Background: an optimization exercise with open tools, aiming at small area and a short achievable clock period. Do not read the settings as production practice.
At most, simulation tests tie the RTL to the original design; equivalence was not proved.
The clock port is modelled as an ideal driver; clocking choices that lean on that would not hold on a real chip.
No activity file was given, so power comes from the tool's default toggle rates.

Setup of pine:
Design pe_mac, start of the top module:
module pe_mac #(
  parameter int WA       = 16,
  parameter int WB       = 16,
  parameter int ACCW     = 40,
  parameter int MULT_LAT = 1,
  parameter int ADD_LAT  = 0
) (
  input  logic                    clk,
  input  logic                    rst_n,
  input  logic                    in_valid,
  output logic                    in_ready,
  input  logic signed [WA-1:0]    a_in,
  input  logic signed [WB-1:0]    b_in,
  input  logic signed [ACCW-1:0]  psum_in,
  output logic                    out_valid,
  input  logic                    out_ready,
  output logic signed [WA-1:0]    a_out,
  output logic signed [WB-1:0]    b_out,
  output logic signed [ACCW-1:0]  psum_out
);
  logic        acc;
  logic [15:0] A, B;
  logic [39:0] P;
  logic [39:0] S;
  logic [3:0]  V;
  logic [39:0] psum_off;
  assign in_ready = out_ready;
  assign acc      = in_valid & out_ready;
  assign psum_off = {psum_in[39:32], ~psum_in[31], psum_in[30:0]};
  logic [7:0] BN, BO, bn_in, bo_in;
  assign bn_in[0] = b_in[1];
  assign bo_in[0] = b_in[0] ^ 1'b0;
  assign bn_in[1] = b_in[3];
  assign bo_in[1] = b_in[2] ^ b_in[1];
  assign bn_in[2] = b_in[5];
  assign bo_in[2] = b_in[4] ^ b_in[3];
  assign bn_in[3] = b_in[7];
  assign bo_in[3] = b_in[6] ^ b_in[5];
  assign bn_in[4] = b_in[9];
  assign bo_in[4] = b_in[8] ^ b_in[7];
  assign bn_in[5] = b_in[11];
  assign bo_in[5] = b_in[10] ^ b_in[9];
  assign bn_in[6] = b_in[13];
  assign bo_in[6] = b_in[12] ^ b_in[11];
  assign bn_in[7] = b_in[15];
  assign bo_in[7] = b_in[14] ^ b_in[13];
  always_ff @(posedge clk) begin
    if (!rst_n) begin
      A  <= '0;
      BN <= '0;
      BO <= '0;
      P  <= 40'h0080000000;
    end else if (acc) begin
      A  <= a_in;
      BN <= bn_in;
  ...
export LEC_CHECK = 0
export ABC_AREA = 1
export CAP_MARGIN = 20
export CORE_MARGIN = 2
export CORE_UTILIZATION = 68
export CTS_BUF_LIST = sky130_fd_sc_hd__clkbuf_8
export SETUP_SLACK_MARGIN = 3.15
export SLEW_MARGIN = 20
export SYNTH_HIERARCHICAL = 1
export SYNTH_MINIMUM_KEEP_SIZE = 0
export TNS_END_PERCENT = 10
create_clock -name core_clock -period 6.0 [get_ports {clk}]
standard.sh (not shown) runs the stock make flow with config.mk's settings and CLKGATE_MAP_FILE= SYNTH_SCRIPT=/design/flow/synth_recipe.tcl, a recipe that flattens the netlist after the stock synthesis.
==> flow/flow/run.sh <==
#!/bin/bash
# Own flow: the standard layout (standard.sh, unchanged synthesis) with
#  - the port buffers made of the smallest buffer cell (buf_1), and
#  - useful skew for the internal M registers (flow/skew.tcl, run as the
#    PRE_CTS_TCL hook: it wraps clock_tree_synthesis and delays the clock of
#    Ms/Mc, which have no path from an input or to an output).
set -euo pipefail
here=$(pwd)
export BUFFER_PORTS_ARGS="-buffer_cell sky130_fd_sc_hd__buf_1"
export PRE_CTS_TCL="$here/flow/skew.tcl"

export SKEW_CELLS="clkbuf_1 clkbuf_2 clkbuf_4"
export CTS_ARGS="-sink_clustering_enable -repair_clock_nets -buf_list sky130_fd_sc_hd__clkbuf_8 -dont_use_dummy_load"
bash standard.sh > standard.log 2>&1
==> flow/flow/skew.tcl <==
# Useful skew for the register-to-register paths A,B -> M -> S: the clock of
# the M registers (Ms, Mc), whose D and Q pins connect only to other
# registers through logic, is delayed by a chain of clock buffers after CTS,
# so the multiply stage borrows time from the accumulate stage.
rename clock_tree_synthesis my_cts_orig
proc clock_tree_synthesis {args} {
  my_cts_orig {*}$args
  # buffer cells of the delay chain, from the tree's leaf net to the registers
  set cells [expr {[info exists ::env(SKEW_CELLS)] ? $::env(SKEW_CELLS) : "clkbuf_2 clkbuf_4"}]
  set groups [dict create]
  foreach inst [get_cells -quiet {Ms[* Mc[*}] {
    set pin [get_pins -of_objects $inst -filter "name==CLK"]
    set net [get_nets -of_objects $pin]
    dict lappend groups [get_full_name $net] [list $pin [sta::sta_to_db_inst $inst]]
  }
  set block [ord::get_db_block]
  set k 0
  dict for {netname items} $groups {
    set xs 0; set ys 0; set pins {}
    foreach it $items {
      lappend pins [lindex $it 0]
      set bb [[lindex $it 1] getBBox]
      set xs [expr {$xs + (([$bb xMin] + [$bb xMax]) / 2)}]; set ys [expr {$ys + (([$bb yMin] + [$bb yMax]) / 2)}]
    }
    set n [llength $pins]
    set dbu [$block getDbUnitsPerMicron]
    set loc [list [expr {$xs / $n / double($dbu)}] [expr {$ys / $n / double($dbu)}]]
    set cur $netname
    # a stronger last buffer for a large group keeps the clock pin slew low
    set big [expr {[info exists ::env(SKEW_BIG)] ? $::env(SKEW_BIG) : 6}]
    set chain $cells
    if {$n > $big} { set chain [lreplace $chain end end clkbuf_8] }
    set s 0
    foreach cell $chain {
      insert_buffer -buffer_cell sky130_fd_sc_hd__$cell -net $cur -load_pins $pins -location $loc \
        -buffer_name skewbuf_${k}_$s -net_name skewnet_${k}_$s
      incr s
      set cur [get_full_name [get_nets -of_objects [lindex $pins 0]]]
    }
    puts "skew: $n M register clock pins of $netname behind $chain"
    incr k
  }
}
pine: all stages complete, timing, DRC and antenna checks passed
diff inputs: pine => maple
-- flow/flow/run.sh --
<<< pine, line 12
export SKEW_CELLS="clkbuf_1 clkbuf_2 clkbuf_4"
export CTS_ARGS="-sink_clustering_enable -repair_clock_nets -buf_list sky130_fd_sc_hd__clkbuf_8 -dont_use_dummy_load"
>>> maple, line 12
export SKEW_CELLS="clkbuf_2 clkbuf_4"
export CTS_ARGS='-sink_clustering_enable -repair_clock_nets -buf_list {sky130_fd_sc_hd__clkbuf_4 sky130_fd_sc_hd__clkbuf_8} -dont_use_dummy_load'
- pine: PASS, flow complete, no timing, DRC or antenna violations
- maple: PASS, flow complete, no timing, DRC or antenna violations
- Final cell count essentially unchanged between maple and pine.
- Relative to pine, power share of the clock group has gone down in maple.
- In terms of final standard cell area without fillers, pine and maple differ only marginally.
- Final number of hold-violating endpoints: maple vs pine identical
- | worst endpoint required time | maple vs pine | 0.08 ns lower |
- Diff pine -> maple | post-route worst setup slack | increase of 0.066 ns
- From pine to maple the numbers moved as follows: core utilization of the finished layout held, final routed wire length divided by cell count shows an increase of about 0.4%.
- Compared with pine, maple is the less power-hungry design.
- The sequential share of layout area was comparable across maple and pine.
- Reg2reg setup slack in maple vs pine: up 0.07 ns
- Destination of the critical timing path: Ms[18] -> maple, Ms[15] -> pine


Starting RTL as in the previous note.
clock: 6.0 ns
lec_check: 0
abc_area: 1
cap_margin: 20
core_margin: 2
core_utilization: 68
cts_buf_list: sky130_fd_sc_hd__clkbuf_8
setup_slack_margin: 3.2
slew_margin: 20
synth_hierarchical: 1
synth_minimum_keep_size: 0
tns_end_percent: 20
==> flow/flow/run.sh <==
#!/bin/bash
# Own flow: the standard layout (standard.sh, unchanged synthesis) with
#  - the port buffers made of the smallest buffer cell (buf_1), and
#  - useful skew for the internal M registers (flow/skew.tcl, run as the
#    PRE_CTS_TCL hook: it wraps clock_tree_synthesis and delays the clock of
#    Ms/Mc, which have no path from an input or to an output).
set -euo pipefail
here=$(pwd)
export BUFFER_PORTS_ARGS="-buffer_cell sky130_fd_sc_hd__buf_1"
export PRE_CTS_TCL="$here/flow/skew.tcl"

export SKEW_CELLS="clkdlybuf4s25_1 clkbuf_4"
export CTS_ARGS="-sink_clustering_enable -repair_clock_nets -buf_list sky130_fd_sc_hd__clkbuf_8 -dont_use_dummy_load"
bash standard.sh > standard.log 2>&1
Scripts as last shown in full above: flow/flow/skew.tcl
The starting point ran to the end with no violations.
Rerun with:
--- a/flow/flow/run.sh
+++ b/flow/flow/run.sh
@@ -11,4 +11,6 @@
 
-export SKEW_CELLS="clkdlybuf4s25_1 clkbuf_4"
+export SKEW_CELLS="clkbuf_2 clkbuf_4"
 export CTS_ARGS="-sink_clustering_enable -repair_clock_nets -buf_list sky130_fd_sc_hd__clkbuf_8 -dont_use_dummy_load"
+export PRE_GLOBAL_ROUTE_TCL="$here/flow/recover.tcl"
+export RECOVER_POWER=${RECOVER_POWER:-100}
 bash standard.sh > standard.log 2>&1
==> flow/flow/recover.tcl (new file) <==
# PRE_GLOBAL_ROUTE_TCL hook: the power-recovery pass after global routing
# (downsizing gates off the critical paths) keeps the setup slack margin.
proc recover_power_helper { } {
  if { $::env(RECOVER_POWER) == 0 } {
    return
  }
  report_wns
  log_cmd repair_timing -recover_power $::env(RECOVER_POWER) \
    -setup_margin $::env(SETUP_SLACK_MARGIN) -verbose
  report_wns
}
--- a/flow/config.mk
+++ b/flow/config.mk
@@ -12,3 +12,3 @@
 export CTS_BUF_LIST = sky130_fd_sc_hd__clkbuf_8
-export SETUP_SLACK_MARGIN = 3.2
+export SETUP_SLACK_MARGIN = 3.15
 export SLEW_MARGIN = 20
@@ -16,2 +16,2 @@
 export SYNTH_MINIMUM_KEEP_SIZE = 0
-export TNS_END_PERCENT = 20
+export TNS_END_PERCENT = 10
Effect: The changed run finished with capacitance limit, slew limit left; area after synthesis does not change; worst setup slack is worse by 1100 ps; die area stays the same; worst hold slack is better by 140 ps; sequential power is about the same; clock skew went down by 170 ps; wire length went down slightly; total power went down by a few percent; flip-flop and latch count stays the same; cell count barely changes; design area went down by a few percent.
Rerun with:
--- a/flow/flow/run.sh
+++ b/flow/flow/run.sh
@@ -13,4 +13,2 @@
 export CTS_ARGS="-sink_clustering_enable -repair_clock_nets -buf_list sky130_fd_sc_hd__clkbuf_8 -dont_use_dummy_load"
-export PRE_GLOBAL_ROUTE_TCL="$here/flow/recover.tcl"
-export RECOVER_POWER=${RECOVER_POWER:-100}
 bash standard.sh > standard.log 2>&1
--- a/flow/config.mk
+++ b/flow/config.mk
@@ -12,2 +12,4 @@
 export CTS_BUF_LIST = sky130_fd_sc_hd__clkbuf_8
+export GPL_ROUTABILITY_DRIVEN = 0
+export PLACE_DENSITY = 0.8
 export SETUP_SLACK_MARGIN = 3.15
removed: flow/flow/recover.tcl
With this change the flow passed the timing, DRC and antenna checks.
Cell area rose by a few percent.
Worst setup slack improves by 990 ps.
Clock skew fell by 17 ps.
Area after synthesis stays the same.
Hold slack degrades by 8.0 ps.
Global-route usage rose by 2.2 points.
Cell count rose slightly.
First-iteration DRC count rose by well over a third.
Die area does not change.
Register-to-register slack improves by 990 ps.


job 8489:
Another version of the RTL of pe_mac (not shown whole).
For scale: roughly 1400 cells after synthesis, roughly 190 flip-flops, about 150 I/O pins, about 0.012 sq mm of cells after synthesis.
## pe_mac
module pe_mac #(
  parameter int WA       = 16,
  parameter int WB       = 16,
  parameter int ACCW     = 40,
  parameter int MULT_LAT = 1,
  parameter int ADD_LAT  = 0
) (
  input  logic                    clk,
  input  logic                    rst_n,
  input  logic                    in_valid,
  output logic                    in_ready,
  input  logic signed [WA-1:0]    a_in,
  input  logic signed [WB-1:0]    b_in,
  input  logic signed [ACCW-1:0]  psum_in,
  output logic                    out_valid,
  input  logic                    out_ready,
  output logic signed [WA-1:0]    a_out,
  output logic signed [WB-1:0]    b_out,
  output logic signed [ACCW-1:0]  psum_out
);
Settings: LEC_CHECK=0, ABC_AREA=1, CAP_MARGIN=20, CORE_MARGIN=2, CORE_UTILIZATION=68, CTS_BUF_LIST=sky130_fd_sc_hd__clkbuf_8, SETUP_SLACK_MARGIN=3.2, SLEW_MARGIN=20, SYNTH_HIERARCHICAL=1, SYNTH_MINIMUM_KEEP_SIZE=0, TNS_END_PERCENT=20; clock period 6.0 ns.
==> flow/flow/run.sh <==
#!/bin/bash
# Own flow: the standard layout (standard.sh, unchanged synthesis) with
#  - the port buffers made of the smallest buffer cell (buf_1), and
#  - useful skew for the internal M registers (flow/skew.tcl, run as the
#    PRE_CTS_TCL hook: it wraps clock_tree_synthesis and delays the clock of
#    Ms/Mc, which have no path from an input or to an output).
set -euo pipefail
here=$(pwd)
export BUFFER_PORTS_ARGS="-buffer_cell sky130_fd_sc_hd__buf_1"
export PRE_CTS_TCL="$here/flow/skew.tcl"

export SKEW_CELLS="clkbuf_2 clkbuf_4"
export CTS_ARGS="-sink_clustering_enable -repair_clock_nets -buf_list sky130_fd_sc_hd__clkbuf_8 -dont_use_dummy_load"
bash standard.sh > standard.log 2>&1
Scripts as last shown in full above: flow/flow/skew.tcl
Job 8489: done, clean on timing, DRC and antenna
Here is what was changed in the inputs of job 3061 compared with job 8489.
# job 8489
export LEC_CHECK = 0
export ABC_AREA = 1
export CAP_MARGIN = 20
export CORE_MARGIN = 2
export CORE_UTILIZATION = 68
export CTS_BUF_LIST = sky130_fd_sc_hd__clkbuf_8
export SETUP_SLACK_MARGIN = 3.2
export SLEW_MARGIN = 20
export SYNTH_HIERARCHICAL = 1
export SYNTH_MINIMUM_KEEP_SIZE = 0
export TNS_END_PERCENT = 20
create_clock -name core_clock -period 6.0 [get_ports {clk}]
# job 3061
export LEC_CHECK = 0
export ABC_AREA = 1
export CAP_MARGIN = 20
export CORE_MARGIN = 2
export CORE_UTILIZATION = 55
export CTS_BUF_LIST = sky130_fd_sc_hd__clkbuf_8
export SETUP_SLACK_MARGIN = 3.3
export SLEW_MARGIN = 20
export SYNTH_HIERARCHICAL = 1
export SYNTH_MINIMUM_KEEP_SIZE = 0
export TNS_END_PERCENT = 5
create_clock -name core_clock -period 6.0 [get_ports {clk}]
## What came out
- Reg2reg setup slack: job 3061 < job 8489
- Diff job 8489 -> job 3061 | count of filler cells inserted in the layout | up by more than half
- Cell count | job 3061 above job 8489
- Area inside the core boundary is higher on job 3061
- Compared with job 8489, job 3061 shows a lower overall via count from detail_route.
- Job 3061 against job 8489: global-route usage saw a decrease; cell area saw an increase; total power saw an increase; wire length of the first global-routing pass saw a decrease.
- Taking job 8489 as the reference, in job 3061 power share of the combinational group went up by 0.4 points; ratio of routed vias to standard cells fell 5.3%.
## Diff of input files: job 8514 against job 3061
# job 3061
export LEC_CHECK = 0
export ABC_AREA = 1
export CAP_MARGIN = 20
export CORE_MARGIN = 2
export CORE_UTILIZATION = 55
export CTS_BUF_LIST = sky130_fd_sc_hd__clkbuf_8
export SETUP_SLACK_MARGIN = 3.3
export SLEW_MARGIN = 20
export SYNTH_HIERARCHICAL = 1
export SYNTH_MINIMUM_KEEP_SIZE = 0
export TNS_END_PERCENT = 5
create_clock -name core_clock -period 6.0 [get_ports {clk}]
# job 8514
export LEC_CHECK = 0
export ABC_AREA = 1
export CAP_MARGIN = 20
export CORE_MARGIN = 2
export CORE_UTILIZATION = 55
export CTS_BUF_LIST = sky130_fd_sc_hd__clkbuf_8
export SETUP_SLACK_MARGIN = 3.2
export SLEW_MARGIN = 20
export SYNTH_HIERARCHICAL = 1
export SYNTH_MINIMUM_KEEP_SIZE = 0
export TNS_END_PERCENT = 20
create_clock -name core_clock -period 6.0 [get_ports {clk}]
diff --git a/flow/flow/run.sh b/flow/flow/run.sh
--- a/flow/flow/run.sh
+++ b/flow/flow/run.sh
@@ -10,5 +10,5 @@
 export PRE_CTS_TCL="$here/flow/skew.tcl"
 
-export SKEW_CELLS="clkbuf_2 clkbuf_4"
+export SKEW_CELLS="clkdlybuf4s25_1 clkbuf_4"
 export CTS_ARGS="-sink_clustering_enable -repair_clock_nets -buf_list sky130_fd_sc_hd__clkbuf_8 -dont_use_dummy_load"
 bash standard.sh > standard.log 2>&1
## What came out
| total cell area at the placement stage | job 3061 vs job 8514 | ≈ equal |
When the final numbers for job 3061 and job 8514 were put side by side, the fraction of final layout cells with drive strength greater than 1 turned out to be smaller in job 8514.
Changes observed in job 8514 relative to job 3061: final area dropped 2.2%, share of the clock period used by the worst path climbed 1.4 points, time the final worst path needs with I/O delays and setup climbed 0.082 ns, routed wire length dropped about 3.5%, number of fill cells in the layout climbed about 4.3%.
On proportion of cell area occupied by registers: job 8514 sits above job 3061.
What job 7355 does differently from job 8514 at the input level:
# job 8514
export LEC_CHECK = 0
export ABC_AREA = 1
export CAP_MARGIN = 20
export CORE_MARGIN = 2
export CORE_UTILIZATION = 55
export CTS_BUF_LIST = sky130_fd_sc_hd__clkbuf_8
export SETUP_SLACK_MARGIN = 3.2
export SLEW_MARGIN = 20
export SYNTH_HIERARCHICAL = 1
export SYNTH_MINIMUM_KEEP_SIZE = 0
export TNS_END_PERCENT = 20
create_clock -name core_clock -period 6.0 [get_ports {clk}]
# job 7355
export LEC_CHECK = 0
export ABC_AREA = 1
export CAP_MARGIN = 20
export CORE_MARGIN = 2
export CORE_UTILIZATION = 55
export CTS_BUF_LIST = sky130_fd_sc_hd__clkbuf_8
export SETUP_SLACK_MARGIN = 3.3
export SLEW_MARGIN = 20
export SYNTH_HIERARCHICAL = 1
export SYNTH_MINIMUM_KEEP_SIZE = 0
export TNS_END_PERCENT = 20
create_clock -name core_clock -period 6.0 [get_ports {clk}]
diff --git a/flow/flow/run.sh b/flow/flow/run.sh
--- a/flow/flow/run.sh
+++ b/flow/flow/run.sh
@@ -10,5 +10,5 @@
 export PRE_CTS_TCL="$here/flow/skew.tcl"
 
-export SKEW_CELLS="clkdlybuf4s25_1 clkbuf_4"
+export SKEW_CELLS="clkbuf_2 clkbuf_4"
 export CTS_ARGS="-sink_clustering_enable -repair_clock_nets -buf_list sky130_fd_sc_hd__clkbuf_8 -dont_use_dummy_load"
 bash standard.sh > standard.log 2>&1
--- outcome ---
- Job 8514 → job 7355: final worst slack has increased; total number of multi-input combinational cells ~0 delta; met2 routed wirelength rose by 590 um.
Here is what was changed in the inputs of job 3953 compared with job 7355.
# job 7355
export LEC_CHECK = 0
export ABC_AREA = 1
export CAP_MARGIN = 20
export CORE_MARGIN = 2
export CORE_UTILIZATION = 55
export CTS_BUF_LIST = sky130_fd_sc_hd__clkbuf_8
export SETUP_SLACK_MARGIN = 3.3
export SLEW_MARGIN = 20
export SYNTH_HIERARCHICAL = 1
export SYNTH_MINIMUM_KEEP_SIZE = 0
export TNS_END_PERCENT = 20
create_clock -name core_clock -period 6.0 [get_ports {clk}]
# job 3953
export LEC_CHECK = 0
export ABC_AREA = 1
export CAP_MARGIN = 20
export CORE_MARGIN = 2
export CORE_UTILIZATION = 55
export CTS_BUF_LIST = sky130_fd_sc_hd__clkbuf_8
export SETUP_SLACK_MARGIN = 3.2
export SLEW_MARGIN = 20
export SYNTH_HIERARCHICAL = 1
export SYNTH_MINIMUM_KEEP_SIZE = 0
export TNS_END_PERCENT = 20
create_clock -name core_clock -period 6.0 [get_ports {clk}]
==> results.txt <==
As of job 3953, post-route cell area had fallen by a few percent compared to job 7355. From job 7355 to job 3953 the numbers moved as follows: peak supply drop down about 8%, post-synthesis to final-layout area growth went down, setup slack of the critical path after layout now sits higher. Count of inverters other than clock inverters in the layout of job 3953 is on par with job 7355. Number of gates resized after CTS (job 7355 / job 3953): 1.5. Changes observed in job 3953 relative to job 7355: met2 layer wire length in the routed design decreased 430 um; total of max-cap violations essentially unchanged; instance area at placement essentially unchanged.
No run of this note included a check of the RTL's function; only the layout flow was run.

[afterwards: timing with drivers on the ports]
In the flow no input, the clock included, has a driving cell. The finished layouts below were timed again as built, in two steps. Step 1 assumes that a clkbuf_16 drives the clock port and a buf_2 every other input. Step 2, shift: input delay + t, output delay - t, t = (earliest + latest rising clock arrival at the registers) / 2. This alone moves slack from input paths to output paths. Slacks: ideal ports / drivers / drivers and shift; pairs: ideal ports / drivers.
run | shift t [ns] | slack for setup (ns) | latest minus earliest clock arrival (ns) | worst slew at a driven data input, ns
pine | 0.665 | 3.055 / 3.055 / 2.565 | 0.403 / 0.403 | 0.05
maple | 0.613 | 3.122 / 3.121 / 2.675 | 0.284 / 0.283 | 0.05
the first run of note 2 | 0.690 | 3.054 / 3.054 / 2.667 | 0.454 / 0.455 | 0.05
the second run of note 2 | 0.607 | 1.963 / 1.963 / 1.431 | 0.286 / 0.286 | 0.05
the third run of note 2 | 0.596 | 2.958 / 2.958 / 2.717 | 0.282 / 0.282 | 0.04
job 8489 | 0.604 | 3.180 / 3.180 / 2.867 | 0.289 / 0.289 | 0.03
job 3061 | 0.601 | 3.143 / 3.143 / 2.810 | 0.301 / 0.301 | 0.04
job 8514 | 0.670 | 3.061 / 3.061 / 2.723 | 0.450 / 0.449 | 0.05
job 7355 | 0.604 | 3.185 / 3.185 / 2.729 | 0.290 / 0.289 | 0.04
job 3953 | 0.595 | 3.204 / 3.204 / 2.826 | 0.288 / 0.288 | 0.05
In pine, the first run of note 2, job 3061 and job 8514 the clock reaches the registers at very different times; t lies between them, and the last value is a rough guide only. For the second run of note 2, which loses most, drivers alone change the setup slack by 0.000 ns; drivers and shift together by -0.532 ns.
